Background: an optimization exercise with open tools, aiming at small area, a short achievable clock period and few clock cycles per item. Do not read the settings as production practice.
At most, simulation tests tie the RTL to the original design; equivalence was not proved.
Power and IR drop assume default switching activity.

Design bin2bcd, start of the top module:
module bin2bcd(
    input clk,
    input reset,
    input start,               
    input [11:0] bin_in,       
    output reg [15:0] bcd_out,  
    output reg done             
);
    function [3:0] div5_step;    
        input [2:0] r;
        input b;
        begin
            div5_step[3] = r[2] | (r[1] & (r[0] | b));
            div5_step[2] = (r[1] & ~r[0] & ~b) | (r[2] & b);
            div5_step[1] = (~r[2] & ~r[1] & r[0]) | (r[1] & r[0] & b) | (r[2] & ~b);
            div5_step[0] = (~r[2] & ~r[1] & b) | (r[1] & r[0] & ~b) | (r[2] & ~b);
        end
    endfunction
    reg [8:0]  q1;
    reg [2:0]  r1;
    reg [3:0]  s;
    integer i;
    always @(*)
    begin : in_side
        r1 = 3'd0;
        q1 = 9'd0;
        for (i = 11; i >= 1; i = i - 1) begin
            s = div5_step(r1, bin_in[i]);
            if (i <= 9) q1[i-1] = s[3];
            r1 = s[2:0];
        end
    end
    reg [8:0] q1_q;      
    reg [2:0] r1_q;      
    reg       b0_q;      
    always @(posedge clk)
    begin
        q1_q <= q1;
        r1_q <= r1;
  ...
Settings: LEC_CHECK=0, CAP_MARGIN=20, CORE_MARGIN=2, CORE_UTILIZATION=40, SETUP_SLACK_MARGIN=1.5, SLEW_MARGIN=20; clock period 5.0 ns.
run.sh (not shown) runs the stock make flow with config.mk's settings and CLKGATE_MAP_FILE= SYNTH_SCRIPT=/design/flow/synth_recipe.tcl, a recipe that flattens the netlist after the stock synthesis.
Rerun with:
SETUP_SLACK_MARGIN = default   (was 1.5)
=>
- area after synthesis is unchanged
- cell count shrinks by about 4%
- setup slack is worse by 1.0 ns
- power shrinks by about 7%
- flip-flop and latch count stays the same
- final area shrinks by 9.5%
- wire length shrinks by 9.5%
Rerun with:
ABC_CLOCK_PERIOD_IN_PS = 2500   (was default)
SETUP_SLACK_MARGIN = 1.5   (was default)
After rerunning: Power is higher by 7.7%; final cell count is higher by 4.4%; design area is higher by 10%; area after synthesis is unchanged; worst hold slack is about the same; core utilization is higher by 4.8 points; combinational power is higher by 13%; wire length is higher by 11%; count of clock-buffer cells in the layout stays the same; via count is higher by 5.5%.
Rerun with:
ABC_AREA = 1   (was default)
ABC_CLOCK_PERIOD_IN_PS = default   (was 2500)
Total power came out higher by 13%.
Clock power rises by about 4%.
Final area fell by 23%.
Function was not checked in any run of this note: the RTL went through the layout flow alone.

Another version of the RTL of bin2bcd (not shown whole).
Size: roughly 180 cells after synthesis, roughly 15 flip-flops, roughly 1100 µm² of cells after synthesis.
Design bin2bcd, start of the top module:
module bin2bcd(
    input clk,
    input reset,
    input start,               
    input [11:0] bin_in,       
    output reg [15:0] bcd_out,  
    output reg done             
);
export LEC_CHECK = 0
export CAP_MARGIN = 20
export CORE_AREA = 2.3 2.72 59.8 59.84
export DIE_AREA = 0 0 62 62
export SLEW_MARGIN = 20
create_clock -name core_clock -period 5.0 [get_ports {clk}]
standard.sh (not shown) runs the stock make flow with config.mk's settings and CLKGATE_MAP_FILE= SYNTH_SCRIPT=/design/flow/synth_recipe.tcl, a recipe that flattens the netlist after the stock synthesis.
==> flow/flow/run.sh <==
#!/bin/bash
# Own flow: the standard layout (standard.sh), with these changes:
#  - synthesis maps the logic with its own ABC scripts: flow/abc_in.script for
#    the logic before the registers, flow/abc_out.script for the logic after
#    them (flow/my_synth.tcl); Yosys does not extract half/full adders
#    (ADDER_MAP_FILE empty); everything else in synthesis is the standard
#    script (synth_recipe.tcl);
#  - ports are buffered with sky130_fd_sc_hd__buf_1 instead of the default buffer.
# Each tool's output goes to a log file of its own in the work folder.
set -euo pipefail
W=$(pwd)
F=$W/flow
export MY_ABC_IN=$F/abc_in.script
export MY_ABC_OUT=$F/abc_out.script
export FLOW_SYNTH_TCL=$W/synth_recipe.tcl
make -C "$FLOW_HOME" DESIGN_CONFIG="$W/config.mk" WORK_HOME="$W/orfs" CLKGATE_MAP_FILE= \
  SYNTH_SCRIPT="$F/my_synth.tcl" ADDER_MAP_FILE= synth > "$W/synth.log" 2>&1
export BUFFER_PORTS_ARGS="-buffer_cell sky130_fd_sc_hd__buf_1"
bash standard.sh > "$W/layout.log" 2>&1
==> flow/flow/abc_in.script <==
strash
dch
map -D 2500
topo
stime -c
==> flow/flow/abc_out.script <==
strash
dch
map -D 1850
topo
stime -c
==> flow/flow/my_synth.tcl <==
# The standard synthesis script (synth_recipe.tcl), with only ABC's mapping
# scripts replaced. The logic in the input cone of the output ports (after the
# registers) is mapped with MY_ABC_OUT, the rest (before the registers) with
# MY_ABC_IN. Yosys's -import skips commands that already exist, so this abc
# wrapper is the one synth.tcl calls.
proc abc {args} {
  set i [lsearch -exact $args -script]
  set a_out $args
  set a_in $args
  if {$i >= 0} {
    lset a_out [expr {$i + 1}] $::env(MY_ABC_OUT)
    lset a_in [expr {$i + 1}] $::env(MY_ABC_IN)
  }
  yosys select -set my_out_cone o:* %cie*
  yosys abc {*}$a_out @my_out_cone
  yosys select -clear
  yosys abc {*}$a_in
}
source $::env(FLOW_SYNTH_TCL)
The starting point passed the timing, design-rule and antenna checks.
Testbench counts at the start, summed over its fixed seeds: cycles 3,200, conversions 3,200.
Rerun with:
==> flow/flow/abc_out.script (replaced) <==
strash
dch
map -D 1750
topo
stime -c
=>
- clock-buffer cell count went down by 1
- total power rose by about 0.65%
- final cell count falls by about 3%
- critical path depth goes down by 5
- clock power came out lower by about 0.9%
Rerun with:
==> flow/flow/abc_out.script (replaced) <==
strash
dch
map -D 2000
topo
stime -c
After rerunning:
- The new run passed the timing, design-rule and antenna checks
- clock-buffer cell count climbs by 1
- worst setup slack is worse by 0.17 ns
- via count hardly moves
- utilization rose by 0.34 points
- critical path depth climbs by 4
- final area increases by 0.89%
- power drops by 0.55%
- synthesized area grows by 1.2%
- maximum frequency drops by 4.3%
- synthesized cell count increases by 2.3%

re-timing with driven ports:
Ports are ideal in the flow. The routed layouts listed here were re-timed in OpenROAD.
Step 1, drivers: a clkbuf_16 drives clk and a buf_2 each remaining input, both assumed.
Step 2 also shifts input and output timing later by t, the mid clock arrival at the registers, as if the neighbouring blocks saw the same clock.
a / b / c = no drivers / after step 1 / after step 2; a / b = the first two.
| run | t (ns) | setup slack, ns | worst hold slack (ns) | clock arrival spread, ns |
|---|---|---|---|---|
| the first run of note 1 | 0.262 | 1.599 / 1.579 / 1.338 | 0.885 / 0.886 / 1.147 | 0.003 / 0.003 |
| the second run of note 1 | 0.262 | 0.591 / 0.568 / 0.503 | 0.885 / 0.886 / 1.147 | 0.003 / 0.003 |
| the third run of note 1 | 0.262 | 1.599 / 1.579 / 1.338 | 0.885 / 0.886 / 1.147 | 0.003 / 0.003 |
| the fourth run of note 1 | 0.267 | 1.194 / 1.169 / 1.405 | 0.880 / 0.875 / 1.142 | 0.004 / 0.004 |
| the first run of note 2 | 0.295 | 1.089 / 1.068 / 1.049 | 0.513 / 0.511 / 0.806 | 0.002 / 0.001 |
| the second run of note 2 | 0.293 | 1.292 / 1.270 / 1.006 | 0.511 / 0.509 / 0.802 | 0.006 / 0.006 |
| the third run of note 2 | 0.289 | 1.126 / 1.105 / 1.013 | 0.514 / 0.512 / 0.801 | 0.008 / 0.009 |
After both steps every run listed still meets setup and hold. The setup slack of the second run of note 2, which loses most, moves by -0.022 ns with the drivers and by -0.286 ns with both steps.
